Context: an optimization exercise on an open-source flow, tuned for small area. The choices shown serve that exercise and are no tape-out recipe.
Only simulation tests tie the RTL to the original design; equivalence was not proved.
Power is estimated from default activity; no workload was simulated.

`flow/run.sh`:
```
#!/bin/bash
# The standard layout (standard.sh), with our own choices for:
#  - ABC's area script (area mapping, then ABC's own timing repair):
#    synthesis is the standard flow's, with the same registers;
#    only the mapping of the logic between them differs
#  - the cell that buffers each port (buf_1)
#  - clock tree synthesis options (no dummy loads, clkbuf_16 clusters,
#    clkbuf_8 root)
# Each tool's full output goes to the ORFS logs under orfs/logs/, and
# make's output to flow_make.log.
set -euo pipefail
rm -rf scripts_local
cp -r "$FLOW_HOME/scripts" scripts_local
cp flow/abc_area.script scripts_local/abc_area.script
export SCRIPTS_DIR="$PWD/scripts_local"
export BUFFER_PORTS_ARGS="-buffer_cell sky130_fd_sc_hd__buf_1"
export CTS_ARGS='-sink_clustering_enable -repair_clock_nets -dont_use_dummy_load -buf_list sky130_fd_sc_hd__clkbuf_16 -sink_clustering_size 30 -sink_clustering_max_diameter 100 -sink_clustering_buffer sky130_fd_sc_hd__clkbuf_16 -root_buf sky130_fd_sc_hd__clkbuf_8'
bash standard.sh > flow_make.log 2>&1
```
`flow/abc_area.script`:
```
strash
dc2
dch -f
amap
topo
stime -c
upsize -c
dnsize -c
```
`standard.sh`:
```
#!/bin/bash
# synth_recipe.tcl (not shown) runs the flow's synth.tcl, then flattens the netlist and writes it again
# the make line also repeats each setting of config.mk as NAME=value (left out here)
make -C /OpenROAD-flow-scripts/flow DESIGN_CONFIG=/design/flow/config.mk WORK_HOME=/design/flow/orfs CLKGATE_MAP_FILE= SYNTH_SCRIPT=/design/flow/synth_recipe.tcl "${@:-finish}"
```
`config.mk`:
```
export PLATFORM = sky130hd
export DESIGN_NAME = uart_top
export DESIGN_NICKNAME = uart_top
export VERILOG_FILES = /design/flow/design.v
export SDC_FILE = /design/flow/constraint.sdc
export NUM_CORES = 4
export LEC_CHECK = 0
export ABC_AREA = 1
export CAP_MARGIN = 20
export CORE_MARGIN = 2
export CORE_UTILIZATION = 60
export SLEW_MARGIN = 20
```
`constraint.sdc`:
```
create_clock -name core_clock -period 5.0 [get_ports {clk_i}]
set_input_delay 1.0000 -clock core_clock [delete_from_list [all_inputs] [get_ports {clk_i}]]
set_output_delay 1.0000 -clock core_clock [all_outputs]
set_load 0.01 [all_outputs]
```
`design.v`:
```
package uart_reg_pkg;
    typedef struct packed {
        reg        TX_EN;  
        reg        TX_CLR_OVRN;  
        reg        RX_EN;  
        reg        RX_CLR_OVRN;  
        reg [7:0]  TX_DATA;  
        reg [15:0]  BAUDDIV;  
    } config_reg_t;
    typedef struct packed {
        reg        RX_VALID;  
        reg        RX_OVRN;  
        reg [4:0]  RX_LVL;  
        reg        RX_BUSY;  
        reg        TX_OVRN;  
        reg [4:0]  TX_LVL;  
        reg        TX_BUSY;  
        reg [7:0]  RX_DATA;  
    } status_reg_t;
endpackage
`timescale 1ns/1ps
module uart_top (
    input wire         clk_i,
    input wire         reset_i,
    input wire         rx_data_i,
    output wire        tx_data_o,
    input wire         psel_i,
    input wire         penable_i,
    input wire         pwrite_i,
    input wire  [4:0]  paddr_i,
    input wire  [31:0] pwdata_i,
    output reg  [31:0] prdata_o,
    output wire        pready_o,
    output wire        pslverr_o
);
    wire acc    = psel_i & penable_i;
    wire wr     = acc & pwrite_i;
    wire rd     = acc & ~pwrite_i;
    wire a_cfg  = (paddr_i == 5'h00);
    wire a_txd  = (paddr_i == 5'h08);
    wire a_rxd  = (paddr_i == 5'h0C);
    wire a_baud = (paddr_i == 5'h10);
    assign pready_o  = 1'b1;
    assign pslverr_o = psel_i & paddr_i[4] & (|paddr_i[3:0]);
    reg        tx_en, tx_clr, rx_en, rx_clr;
    reg [7:0]  tx_data_r;
    reg [15:0] baud_div;
    always @(posedge clk_i) begin
        if (reset_i) begin
            tx_en     <= 1'b0;
            tx_clr    <= 1'b0;
            rx_en     <= 1'b0;
            rx_clr    <= 1'b0;
            tx_data_r <= 8'h00;
            baud_div  <= 16'h0029;
        end else begin
            if (wr & a_cfg) begin
                tx_en  <= pwdata_i[0];
                tx_clr <= pwdata_i[1];
                rx_en  <= pwdata_i[2];
                rx_clr <= pwdata_i[3];
            end
            if (wr & a_txd)  tx_data_r <= pwdata_i[7:0];
            if (wr & a_baud) baud_div  <= pwdata_i[15:0];
        end
    end
    wire       tick;
    wire       tx_busy, tx_ovrn, rx_busy, rx_ovrn;
    wire [4:0] tx_lvl, rx_lvl;
    wire [7:0] rx_head;
    wire       rx_valid = (rx_lvl != 5'd0);
    uart_baud u_baud (
        .clk_i(clk_i), .reset_i(reset_i),
        .en_i(tx_en | rx_en), .div_i(baud_div),
        .wr_i(wr & a_baud), .wdata_i(pwdata_i[15:0]),
        .tick_o(tick)
    );
    uart_txp u_tx (
        .clk_i(clk_i), .reset_i(reset_i), .tick_i(tick),
        .en_i(tx_en), .clr_i(tx_clr),
        .wr_i(wr & a_txd), .stage_i(tx_data_r),
        .lvl_o(tx_lvl), .ovrn_o(tx_ovrn), .busy_o(tx_busy),
        .tx_o(tx_data_o)
    );
    uart_rxp u_rx (
        .clk_i(clk_i), .reset_i(reset_i), .tick_i(tick),
        .en_i(rx_en), .clr_i(rx_clr), .rx_i(rx_data_i),
        .pop_i(rd & a_rxd & rx_valid),
        .lvl_o(rx_lvl), .ovrn_o(rx_ovrn), .busy_o(rx_busy),
        .head_o(rx_head)
    );
    always @(*) begin
        prdata_o = 32'h0;
        case (paddr_i)
            5'h00: prdata_o[3:0]  = {rx_clr, rx_en, tx_clr, tx_en};
            5'h04: prdata_o[14:0] = {tx_busy, tx_lvl, tx_ovrn, rx_busy, rx_lvl, rx_ovrn, rx_valid};
            5'h08: prdata_o[7:0]  = tx_data_r;
            5'h0C: prdata_o[7:0]  = rx_head;
            5'h10: prdata_o[15:0] = baud_div;
            default: ;
        endcase
    end
endmodule
module uart_baud (
    input  wire        clk_i,
    input  wire        reset_i,
    input  wire        en_i,
    input  wire [15:0] div_i,
    input  wire        wr_i,
    input  wire [15:0] wdata_i,
    output reg         tick_o
);
    function automatic [15:0] dec_toggle(input [15:0] c);
        integer k;
        reg all0;
        begin
            all0 = 1'b1;
            for (k = 0; k < 16; k = k + 1) begin
                dec_toggle[k] = all0;
                all0 = all0 & ~c[k];
            end
        end
    endfunction
    reg [15:0] bcnt;
    reg        bpend, bclr;
    wire       bfire = (bcnt == 16'd1);
    always @(posedge clk_i) begin
        bpend  <= wr_i & (wdata_i != div_i);
        bclr   <= bpend;
        tick_o <= en_i & ~bclr & bfire;
        if (~en_i | bclr | bfire) bcnt <= div_i;
        else                      bcnt <= bcnt ^ dec_toggle(bcnt);
    end
endmodule
module uart_txp (
    input  wire       clk_i,
    input  wire       reset_i,
    input  wire       tick_i,
    input  wire       en_i,
    input  wire       clr_i,
    input  wire       wr_i,
    input  wire [7:0] stage_i,
    output reg  [4:0] lvl_o,
    output reg        ovrn_o,
    output wire       busy_o,
    output wire       tx_o
);
    function automatic [4:0] updn_toggle(input [4:0] c, input up, input dn);
        integer k;
        reg all1, all0;
        begin
            all1 = 1'b1;
            all0 = 1'b1;
            for (k = 0; k < 5; k = k + 1) begin
                updn_toggle[k] = (up & all1) | (dn & all0);
                all1 = all1 & c[k];
                all0 = all0 & ~c[k];
            end
        end
    endfunction
    function automatic [4:0] inc17(input [4:0] c);
        inc17 = (c == 5'd16) ? 5'd0 : c + 5'd1;
    endfunction
    localparam [3:0] T_IDLE = 4'd0, T_FETCH = 4'd1, T_STOP = 4'd12;
    reg [7:0]  ring [0:16];
    reg [4:0]  hp, tp;
    reg        w;           
    reg [3:0]  st;
    reg        nb, ob;      
    reg [3:0]  cnt;
    reg        btick;
    wire full = lvl_o[4];
    wire push = wr_i & ~full;
    wire pop  = (st == T_FETCH);
    wire act  = (st != T_IDLE) & (st != T_FETCH);
    wire rel  = btick & (st == T_STOP);
    wire cap  = (hp == 5'd16) & (st >= 4'd3) & (st <= 4'd10);
    wire ins  = w & (tp[0] | tp[4]);
    integer i;
    always @(posedge clk_i) begin
        for (i = 0; i < 17; i = i + 1) begin
            if (i % 2 == 0 && ins && inc17(tp) == i)
                ring[i] <= stage_i;
            else
                ring[i] <= ring[(i + 16) % 17];
        end
        if (cap) nb <= ring[16][st[2:0] - 3'd3];
        if (btick) ob <= nb;
    end
    always @(posedge clk_i) begin
        if (reset_i) begin
            hp     <= 5'd0;
            tp     <= 5'd0;
            w      <= 1'b0;
            lvl_o  <= 5'd0;
            ovrn_o <= 1'b0;
            st     <= T_IDLE;
        end else begin
            if (~rel)  hp <= inc17(hp);
            if (~ins)  tp <= inc17(tp);
            w <= push | (w & ~ins);
            lvl_o <= lvl_o ^ updn_toggle(lvl_o, push & ~pop, ~push & pop);
            if (wr_i & full) ovrn_o <= 1'b1;
            else if (clr_i)  ovrn_o <= 1'b0;
            case (st)
                T_IDLE:  if (en_i & (lvl_o != 5'd0)) st <= T_FETCH;
                T_FETCH: st <= 4'd2;
                default: if (btick) st <= (st == T_STOP) ? T_IDLE : st + 4'd1;
            endcase
        end
        if (~act)        cnt <= 4'd0;
        else if (tick_i) cnt <= cnt + 4'd1;
        btick <= act & tick_i & (cnt == 4'd15);
    end
    wire dph = (st >= 4'd4) & (st <= 4'd11);
    assign tx_o   = (st == 4'd3) ? 1'b0 : (dph ? ob : 1'b1);
    assign busy_o = (st != T_IDLE);
endmodule
module uart_rxp (
    input  wire       clk_i,
    input  wire       reset_i,
    input  wire       tick_i,
    input  wire       en_i,
    input  wire       clr_i,
    input  wire       rx_i,
    input  wire       pop_i,
    output reg  [4:0] lvl_o,
    output reg        ovrn_o,
    output wire       busy_o,
    output wire [7:0] head_o
);
    function automatic [4:0] updn_toggle(input [4:0] c, input up, input dn);
        integer k;
        reg all1, all0;
        begin
            all1 = 1'b1;
            all0 = 1'b1;
            for (k = 0; k < 5; k = k + 1) begin
                updn_toggle[k] = (up & all1) | (dn & all0);
                all1 = all1 & c[k];
                all0 = all0 & ~c[k];
            end
        end
    endfunction
    localparam [3:0] R_MON = 4'd0, R_PUSH = 4'd1, R_FS = 4'd2, R_SV = 4'd3, R_STOP = 4'd12;
    reg       s1, s2;
    reg [3:0] st;
    reg [7:0] rbyte;
    reg [3:0] cnt;
    reg       sp, sq, svalid;
    reg [7:0] ring [0:15];
    reg [3:0] hpos;     
    reg       f;        
    wire ins = f & (hpos + 4'd2 == lvl_o[3:0]);
    wire mon  = (st == R_MON) | (st == R_PUSH) | (st == R_FS);
    wire dph  = (st >= 4'd4) & (st <= 4'd11);
    wire full = lvl_o[4];
    wire wen  = (st == R_PUSH);
    wire push = wen & ~full;
    assign busy_o = (st != R_MON) & (st != R_PUSH);
    always @(posedge clk_i) begin
        s1 <= rx_i;
        s2 <= s1;
    end
    always @(posedge clk_i) begin
        if (reset_i) begin
            st     <= R_MON;
            lvl_o  <= 5'd0;
            ovrn_o <= 1'b0;
            f      <= 1'b0;
        end else begin
            if (mon) begin
                st <= (~s2 & en_i) ? R_SV : R_MON;
            end else if (svalid) begin
                if (st == R_SV)        st <= sp ? R_FS : 4'd4;
                else if (st == R_STOP) st <= sp ? R_PUSH : R_MON;
                else                   st <= st + 4'd1;
            end
            lvl_o <= lvl_o ^ updn_toggle(lvl_o, push & ~pop_i, ~push & pop_i);
            if (push)                                f <= 1'b1;
            else if (ins | (pop_i & (lvl_o == 5'd1))) f <= 1'b0;
            if (wen & full)  ovrn_o <= 1'b1;
            else if (clr_i)  ovrn_o <= 1'b0;
        end
        if (svalid & dph) rbyte <= {sp, rbyte[7:1]};
        if (~busy_o)     cnt <= 4'd0;
        else if (tick_i) cnt <= cnt + 4'd1;
        if (tick_i & busy_o) begin
            if (cnt == 4'd6) begin
                sp <= s2;
                sq <= s2;
            end else if (cnt == 4'd7) begin
                sp <= sp & s2;
                sq <= sq | s2;
            end else if (cnt == 4'd8) begin
                sp <= sp | (sq & s2);
            end
        end
        svalid <= tick_i & busy_o & (cnt == 4'd8);
    end
    integer i;
    always @(posedge clk_i) begin
        ring[0] <= ins ? rbyte : ring[15];
        for (i = 1; i < 16; i = i + 1) ring[i] <= ring[i-1];
        if (reset_i)    hpos <= 4'd0;
        else if (~pop_i) hpos <= hpos + 4'd1;
    end
    assign head_o = (f & (lvl_o == 5'd1)) ? rbyte : ring[hpos];
endmodule
```
==> results of run 1 <==
==> synth_stat cells, types with 2 or more instances <==
master,instances
dfxtp_1,359
nor2_1,136
clkinv_1,131
a21oi_1,114
o21ai_0,46
ha_1,45
o22ai_1,43
nand2_1,41
a211oi_1,21
a222oi_1,21
nand3_1,19
a22oi_1,18
buf_4,17
a221oi_1,16
a22o_1,14
nor3_1,13
edfxtp_1,12
nor4_1,11
nor2_2,10
o221ai_1,9
inv_2,7
nand4_1,7
a311oi_1,6
nor2_4,6
and3_1,5
o22a_1,5
or2_0,5
a2111oi_0,4
o21ai_1,4
a31oi_1,3
and2_0,3
nor2b_1,3
o211ai_1,3
o21a_1,3
and4_1,2
conb_1,2
nor3_2,2
o2111ai_1,2
o221a_1,2
o32ai_1,2
==> through the flow <==
step | hold slack, ps | util [%] | instance area, µm²
detailed placement | 312 | 63.6 | 12900
global route | 303 | 65.4 | 13200
global placement | 310 | 63.6 | 12900
floorplan | 310 | - | 12400
CTS | 301 | 65.4 | 13200
finish | 290 | 65.4 | 13200
==> critical path, cell delays in order (launching register included) <==
cell	delay (ps)
dfxtp_1	450
ha_1	190
clkinv_1	140
nor2_1	750
nor4_1	180
nand3_2	260
o21ai_0	150
a211oi_1	330
o221ai_1	280
buf_1	190
==> how the worst max path moves through the flow <==
stage | from | endpoint | slack (ps)
floorplan | paddr_i[1] | prdata_o[2] | 1780
global placement | u_rx.hpos[1] | prdata_o[4] | 1120
detailed placement | u_rx.hpos[1] | prdata_o[4] | 1070
CTS | u_rx.hpos[1] | prdata_o[4] | 410
global route | u_rx.hpos[1] | prdata_o[4] | 210
finish | u_rx.hpos[1] | prdata_o[4] | 490
==> power by group <==
group          switching, W  total, W  internal [W]
Clock              0.000843   0.00137      0.000523
Sequential        0.0000858   0.00317       0.00309
Combinational      0.000297  0.000440      0.000142
Total               0.00123   0.00498       0.00375
==> registers in the layout, indices dropped and copies added, names as in the netlist, 5 cells and up <==
name	flops
u_tx.ring	136
u_rx.ring	128
baud_div	16
u_baud.bcnt	16
tx_data_r	8
u_rx.rbyte	8
u_rx.lvl_o	5
u_tx.hp	5
u_tx.lvl_o	5
u_tx.tp	5
==> cells by family (layout without fill, tap and decap cells) <==
family,after synthesis,count (layout),share of synthesized area (%)
AO/OA/AOI/OAI,345,345,18.5
adder cells (fa/ha/maj),45,45,4.55
buffers and inverters,156,206,5.25
flip-flops,371,371,61.0
other,2,17,0.0607
AND/OR/NAND/NOR,274,274,10.7
==> routing by layer <==
layer / up-vias / part of all wire [%] / track usage [%]
met3: 39 / 5.3 / 2.72
met2: 226 / 45 / 38.7
met1: 4103 / 48 / 36.8
met5: - / 0 / 0
met4: 0 / 1.9 / 5.05
li1: 4349 / - / -
==> cell usage in the layout (no fill, tap or decap), types with 17 or more instances in the layout <==
cell,instances
a211oi_1,21
a21oi_1,114
a222oi_1,21
a22oi_1,18
buf_1,43
clkinv_1,131
conb_1,17
dfxtp_1,359
ha_1,45
nand2_1,41
nand3_1,19
nor2_1,136
o21ai_0,46
o22ai_1,43
==> cell type report <==
| cell class | count | share of cell area, % |
|---|---|---|
| Tap cell | 270 | 2.55 |
| Timing Repair Buffer | 51 | 1.66 |
| Inverter | 139 | 3.94 |
| Multi-Input combinational cell | 681 | 32.0 |
| Sequential cell | 371 | 57.1 |
| Clock buffer | 16 | 2.77 |
==> results.toml, run 1 <==
[outcome]
status = "no timing/DRC/antenna violations"

[pwr]
total_power_w = 0.00498
power_density_nw_per_um2 = 376
vdd_drop_max_mv = 0.316
leakagePower_nw = 4.81

[grt]
grt_max_degree = 36
grt.total_usage_pct = 24.5
antenna_found_initial = 0
grt.overflow.total = 0
grt_pass1_vias = 8095
grt_first_pass_wirelength_um = 42700

[final_layout]
fillCellCount = 1663
area_growth_pct = 6.89
fin_cells = 1528
diodes = 0
drive_above_1_share_pct = 4.77
ff_latch_area_um2 = 7550
multi_input_area_um2 = 4230
nets = 1348

[sta]
tightest_slew_ps = 1040
rsz0062_at_grt = "false"
hold_violations = 0
finalCriticalPeriod_ps = 4510
min_period_over_period_pct = 90.2
maxSlewHeadroom_pct = 30.2
max_freq_mhz = 222
fin_setup_tns_ps = 0
fin_ws_ps = 492
slew_violations = 0
finalSetupViolCount = 0
final.setup_skew_ps = 57.9

[floorplan]
fp.dieArea_um2 = 21800
design.core.area_um2 = 20200
pin_count = 78
die_w_um = 148
die_h_um = 148
num_rows = 52
start_util_pct = 61.2

[hold_path]
worst_hold_path_type = "flip-flop to flip-flop"
worstHoldStart = "u_tx.ring[0][3]"
hold_depth = 0
hold_end = "u_tx.ring[1][3]"

[drt]
num_vias = 8717
first_iter_violations = 675
route.antenna.remaining_nets = 0
drc = 0
drt-pass1-iter-count = 5
wirelength_um = 26800
avgRoutedWirePerCell_um = 17.5
viasPerCell = 5.70

[critical_path]
crit_type = "flip-flop to output pin"
cp-end-kind = "output pin"
start_kind = "flip-flop"
worstPathRequired_ps = 4000
crit-reg2reg-launch = "u_baud.bcnt[0]"
r2r_end = "u_baud.bcnt[15]"
worstPathMaxFanout = 9
r2r_cells = 17
reg2reg_slack_ps = 1590
crit_arrival_ps = 3510

[clock_network]
clk_latency_ps = 590
cts_tree = "built"
postCtsSetupBuffers = 0
clock_sinks = 371
cts_buffers = 16
clk_pin_slew_ps = 120
cts-root-buf = "clkbuf_8"
cts_resized = 0
postCtsHoldBufs = 0
htreeDepth = 1
cts_buffer_depth = 3

[logic_synthesis]
synth_top_area_share_pct = 58.1
synth_area_leaders = "dfxtp_1, a21oi_1, ha_1"
synth-main-ff-cell = "dfxtp_1"
async_flop_share_pct = 0
synth.avg_cell_area_um2 = 10.4
syn_area_um2 = 12400
yosysWarningCount = 6
synth_cells = 1193
yosysTopAreaCell = "dfxtp_1"
synth-edff-count = 12
ys_seq_area_share_pct = 61.0
synth-seq-cells = 371
synth_cell_types = 61

[place]
io_buffers = 44
dp_slack_ps = 1070
dp_hpwl_um = 18300
gp_congestion = 0.906
dp_cells = 1512

[flow_run]
cap_violations = 0
==> run 2: changes to the inputs <==
==> flow/abc_area.script (replaced) <==
strash
dc2
dch -f
amap
topo
stime -c
buffer -c
upsize -c
dnsize -c
==> run 2 against run 1 <==
  * Still clean on timing, DRC and antenna
  * Worst setup slack got worse by 99 ps
  * Critical path depth rose by 2
  * Fmax fell by 2.1%
  * Routed wire length rose by 1.6%
  * Via count fell by 0.70%
  * Critical endpoint is now prdata_o[1]
  * Largest power group unchanged
==> results.toml, run 2 <==
[outcome]
status = "no timing/DRC/antenna violations"

[floorplan]
num_rows = 52
design.core.area_um2 = 20400
fp.dieArea_um2 = 22000
die_h_um = 148
start_util_pct = 61.4
pin_count = 78
die_w_um = 148

[sta]
max_freq_mhz = 217
maxSlewHeadroom_pct = 27.2
slew_violations = 0
hold_violations = 0
final.setup_skew_ps = 65.7
rsz0062_at_grt = "false"
finalCriticalPeriod_ps = 4610
finalSetupViolCount = 0
min_period_over_period_pct = 92.1
tightest_slew_ps = 1090
fin_setup_tns_ps = 0

[drt]
viasPerCell = 5.67
wl_met3_um = 1930
wirelength_um = 27200
num_vias = 8656
route.antenna.remaining_nets = 0
wl_met1_um = 13100
highest_layer = "met5"
first_iter_violations = 612
drc = 0
dr_wl_met2_um = 11800
avgRoutedWirePerCell_um = 17.8
drt-pass1-iter-count = 6

[logic_synthesis]
yosysWarningCount = 6
async_flop_share_pct = 0
syn_area_um2 = 12500
synth_cells = 1231
synth_common_cells = "dfxtp_1, nor2_1, inv_1"
synth-main-ff-cell = "dfxtp_1"
ys_seq_area_share_pct = 60.4
synth-edff-count = 12
synth-seq-cells = 371
synth_cell_types = 58
synth.avg_cell_area_um2 = 10.1
synth_top_area_share_pct = 57.5
synth_most_common_cell = "dfxtp_1"
yosysTopAreaCell = "dfxtp_1"
synth_area_leaders = "dfxtp_1, a21oi_1, ha_1"

[critical_path]
worstPathMaxFanout = 8
critical_path.cell_chain = "inv_1 -> ha_1 -> inv_1 -> nor2_1 -> a22o_1 -> a221o_1 -> a2111oi_0 -> a31oi_1 -> nor2_1 -> o221ai_1 -> buf_1"
cp-end-kind = "output pin"
cp_slowest_stage_delay_ps = 630
worst-path-buf-inv = 3
crit_type = "flip-flop to output pin"
slowest_stage = "a2111oi_0"
worst_path_dominant_cell_family = "compound AO/OA/AOI/OAI gates"
worstPathRequired_ps = 4000
crit_arrival_ps = 3610
start_kind = "flip-flop"

[final_layout]
fin_cells = 1527
nets = 1347
largest_reg_flops = 136
fin_area_um2 = 13200
area_growth_pct = 5.34
regMostFlops = "u_tx.ring"
drive_above_1_share_pct = 4.06
diodes = 0
fin_util_pct = 64.6
final_common_cell = "dfxtp_1"
top_regs = "u_tx.ring: 136 flops, u_rx.ring: 128 flops"
final_cell_mix = "dfxtp_1, nor2_1, inv_1"

[place]
dp_cells = 1511
dp_hpwl_um = 18900
gp_congestion = 0.837
placed_cell_area_um2 = 12800
io_buffers = 44

[clock_network]
postCtsHoldBufs = 0
cts_buffer_depth = 3
clk_latency_ps = 560
cts_tree = "built"
clock_sinks = 371
postCtsSetupBuffers = 0
cts_buffers = 16
cts-root-buf = "clkbuf_8"
cts_resized = 0
clk_pin_slew_ps = 110
htreeDepth = 1

[pwr]
total_power_w = 0.00496
vdd_drop_max_mv = 0.217
power_density_nw_per_um2 = 377
leakagePower_nw = 4.98

[grt]
grt.overflow.total = 0
grt_first_pass_wirelength_um = 43400
grt_max_degree = 37
antenna_found_initial = 2
grt_pass1_vias = 8176
grt.total_usage_pct = 24.9

[flow_run]
cap_violations = 0

[hold_path]
worst_hold_path_type = "flip-flop to flip-flop"
## run 2: cell types whose count changed in the layout (fill, tap and decap cells not counted), sizes merged
cell    previous run  this run
inv                8       139
clkinv           131         0
buf               50        49
## run 2: path summary, 6_finish.rpt
check	depth (start not counted)	start	endpoint	slack (ps)
min reg2reg	0	u_tx.ring[12][1]	u_tx.ring[13][1]	320
max	11	u_rx.hpos[0]	prdata_o[1]	390
min	0	u_tx.ring[12][1]	u_tx.ring[13][1]	320
max reg2reg	17	u_baud.bcnt[0]	u_baud.bcnt[15]	1630
## run 2: through the flow
step / worst slack, ps / hold WS (ps)
after floorplan: 1660 / 310
after detailed placement: 1040 / 312
final: 393 / 324
after global routing: 143 / 329
after CTS: 475 / 333
after global placement: 1100 / 310
## run 2: where the power goes
group | leakage [nW] | switching (W) | internal (W)
combinational | 1.78 | 0.000304 | 0.000139
clock | 0.182 | 0.000826 | 0.000524
sequential | 3.02 | 0.0000833 | 0.00309
total | 4.98 | 0.00121 | 0.00375
## run 2: metal layers
layer	track usage (%)	up-vias
li1	-	4316
met1	37.2	4060
met2	37.9	238
met3	4.69	40
met4	5.38	2
met5	0	-
## run 2: final cells by class
cell class                 count  area (µm²)
tap                          270         338
clock buffer                  16         367
multi-input combinational    681        4180
fill                        1713        7200
sequential                   371        7550
timing repair buffer          50         211
inverter                     139         522
## run 2: cell families after synthesis
| group | after synthesis | synth area share, % |
|---|---|---|
| AO/OA/AOI/OAI | 345 | 18.2 |
| adder cells (fa/ha/maj) | 45 | 4.51 |
| buffers and inverters | 194 | 6.64 |
| flip-flops | 371 | 60.4 |
| other | 2 | 0.0601 |
| AND/OR/NAND/NOR | 274 | 10.2 |
==> run 3: changes to the inputs <==
==> flow/abc_area.script (replaced) <==
strash
dc2
dch -f
amap
topo
stime -c
--- a/config.mk
+++ b/config.mk
@@ -9,4 +9,5 @@
 export CAP_MARGIN = 20
 export CORE_MARGIN = 2
 export CORE_UTILIZATION = 60
+export SETUP_SLACK_MARGIN = 0.15
 export SLEW_MARGIN = 20
==> run 3 against run 2 <==
  * Cell area barely moved
  * Global-route usage fell by 0.71 points
  * Sequential share of layout area barely moved
  * Critical endpoint unchanged
  * Flip-flop and latch count did not move
  * Largest power group unchanged
  * Cell count rose by 0.79%
  * Via count rose by 0.99%
  * Worst hold slack got worse by 27 ps
  * Sequential power barely moved
  * Count of clock-buffer cells in the layout did not move
  * Routed wire length fell by 2.7%
  * Non-clock buffer count rose by 12
==> results.toml, run 3 <==
[drt]
avgRoutedWirePerCell_um = 17.2
viasPerCell = 5.68
route.antenna.remaining_nets = 0
num_vias = 8742
drt-pass1-iter-count = 6
wirelength_um = 26500
drc = 0
first_iter_violations = 579

[place]
gp_congestion = 0.912
dp_hpwl_um = 18300
io_buffers = 44
dp_cells = 1522

[sta]
finalCriticalPeriod_ps = 4530
max_freq_mhz = 221
final.setup_skew_ps = 46.6
finalSetupViolCount = 0
maxSlewHeadroom_pct = 30.3
slew_violations = 0
hold_violations = 0
min_period_over_period_pct = 90.6
rsz0062_at_grt = "false"
fin_setup_tns_ps = 0
tightest_slew_ps = 1040

[clock_network]
cts-root-buf = "clkbuf_8"
postCtsHoldBufs = 0
cts_buffer_depth = 3
htreeDepth = 1
clk_pin_slew_ps = 110
clock_sinks = 371
postCtsSetupBuffers = 0
cts_tree = "built"
cts_buffers = 16
clk_latency_ps = 560
cts_resized = 0

[final_layout]
largest_reg_flops = 136
fin_cells = 1539
final_cell_mix = "dfxtp_1, nor2_1, clkinv_1"
nets = 1359
area_growth_pct = 7.71
final_common_cell = "dfxtp_1"
fin_util_pct = 65.5
regMostFlops = "u_tx.ring"
drive_above_1_share_pct = 2.99
diodes = 0
top_regs = "u_tx.ring: 136 flops, u_rx.ring: 128 flops"

[critical_path]
cp-end-kind = "output pin"
crit_arrival_ps = 3530
worst_path_dominant_cell_family = "compound AO/OA/AOI/OAI gates"
reg2reg_slack_ps = 1580
critical_path.cell_chain = "clkinv_1 -> ha_1 -> clkinv_1 -> nor2_1 -> a22o_1 -> a221o_1 -> a2111oi_0 -> a31oi_1 -> nor2_1 -> o221ai_1 -> buf_1"
cp_slowest_stage_delay_ps = 420
r2r_cells = 17
worstPathRequired_ps = 4000
worstPathMaxFanout = 8
crit-reg2reg-launch = "u_baud.bcnt[0]"
crit_type = "flip-flop to output pin"
start_kind = "flip-flop"
worst-path-buf-inv = 3
slowest_stage = "dfxtp_1"
r2r_end = "u_baud.bcnt[15]"

[logic_synthesis]
synth_area_leaders = "dfxtp_1, a21oi_1, nor2_1"
synth_cells = 1193
synth.avg_cell_area_um2 = 10.2
yosysTopAreaCell = "dfxtp_1"
synth-main-ff-cell = "dfxtp_1"
synth-seq-cells = 371
synth_common_cells = "dfxtp_1, nor2_1, clkinv_1"
synth_cell_types = 44
synth_most_common_cell = "dfxtp_1"
synth-edff-count = 12
syn_area_um2 = 12200
synth_top_area_share_pct = 58.8
ys_seq_area_share_pct = 61.7
yosysWarningCount = 6
async_flop_share_pct = 0

[floorplan]
die_w_um = 147
start_util_pct = 60.8
design.core.area_um2 = 20100
num_rows = 52
die_h_um = 147
fp.dieArea_um2 = 21500
pin_count = 78

[grt]
antenna_found_initial = 0
grt_first_pass_wirelength_um = 42000
grt_pass1_vias = 8004
grt_max_degree = 36
grt.overflow.total = 0
grt.total_usage_pct = 24.2

[hold_path]
hold_end = "u_rx.ring[10][2]"
worstHoldStart = "u_rx.ring[9][2]"
worst_hold_path_type = "flip-flop to flip-flop"
hold_depth = 0

[flow_run]
cap_violations = 0

[pwr]
vdd_drop_max_mv = 0.374
power_density_nw_per_um2 = 377
leakagePower_nw = 4.83

[outcome]
status = "no timing/DRC/antenna violations"
## run 3: changes by cell type after synthesis, sizes merged
| cell | change |
|---|---|
| clkinv | +139 |
| clkbuf | -25 |
| inv | -139 |
| buf | -13 |
## run 3: metrics by stage
stage	power [W]	cell area [µm²]	hold WS, ps	worst slack [ps]
after CTS	0.00500	13200	303	205
after detailed placement	0.00366	12800	312	819
after floorplan	0.00353	12300	310	1440
after global placement	0.00365	12800	310	851
final	0.00496	13200	297	468
after global routing	0.00518	13200	294	160
## run 3: where the power goes
group / switching, W / total [W] / internal (W)
Sequential: 0.0000862 / 0.00317 / 0.00309
Combinational: 0.000288 / 0.000430 / 0.000141
Clock: 0.000838 / 0.00136 / 0.000523
## run 3: cells by family (layout without fill, tap and decap cells)
| family | Yosys count | in the layout | share of synthesized area (%) |
|---|---|---|---|
| adder cells (fa/ha/maj) | 45 | 45 | 4.61 |
| buffers and inverters | 156 | 217 | 5.31 |
| AND/OR/NAND/NOR | 274 | 274 | 9.79 |
| other | 2 | 17 | 0.0614 |
| flip-flops | 371 | 371 | 61.7 |
| AO/OA/AOI/OAI | 345 | 345 | 18.5 |
## run 3: how the worst max path moves through the flow
stage	slack [ps]	cells past startpoint	endpoint	start
after floorplan	1440	13	u_tx.lvl_o[4]	paddr_i[1]
after global placement	850	9	prdata_o[0]	u_rx.hpos[2]
after detailed placement	820	9	prdata_o[0]	u_rx.hpos[2]
after CTS	200	9	prdata_o[0]	u_rx.hpos[2]
after global routing	160	9	prdata_o[0]	u_rx.hpos[2]
final	470	11	prdata_o[1]	u_rx.hpos[0]
## run 3: layout make-up
type,instances,area (µm²)
Clock buffer,16,367
Fill cell,1634,6940
Inverter,139,522
Multi-Input combinational cell,681,4090
Sequential cell,371,7550
Tap cell,270,338
Timing Repair Buffer,62,302
## run 3: metal layers
metal / track usage (%) / vias to the layer above / wire length [µm]
li1: - / 4369 / -
met3: 2.39 / 35 / 1080
met2: 39.0 / 192 / 12000
met4: 6.80 / 0 / 667
met1: 35.1 / 4146 / 12800
met5: 0 / - / 0
## run 3: worst register-to-register path: cells and delay by family (launching register included)
family,cells,cell delay (ps)
AOI/OAI and AO/OA,2,240
buffers and inverters,1,80
DFF,1,390
adders and majority gates,14,2570

[static timing again, ports no longer ideal]
Ports are ideal in the flow. The routed layouts listed here were re-timed in OpenROAD. Step 1: set_driving_cell puts a clkbuf_16 on clk_i and a buf_2 on each other input, an assumption about the parent block. Step 2 adds t to the input delays and takes it off the output delays; t is the mean of the earliest and latest rising clock arrival at the registers after step 1. Input paths then give back, and output paths get back, about the clock's delay inside the block. Slacks: ideal ports / drivers / drivers and shift; pairs: ideal ports / drivers.
run | shift t [ns] | setup WS [ns] | worst setup path at the end | worst register clock-pin slew, ns | worst data-port slew with drivers (ns)
run 1 | 0.605 | 0.492 / 0.448 / 1.054 | register to output | 0.12 / 0.12 | 0.07
run 2 | 0.570 | 0.393 / 0.351 / 0.921 | register to output | 0.11 / 0.11 | 0.06
run 3 | 0.586 | 0.468 / 0.424 / 1.010 | register to output | 0.12 / 0.12 | 0.05
After both steps every run listed still meets setup and hold.
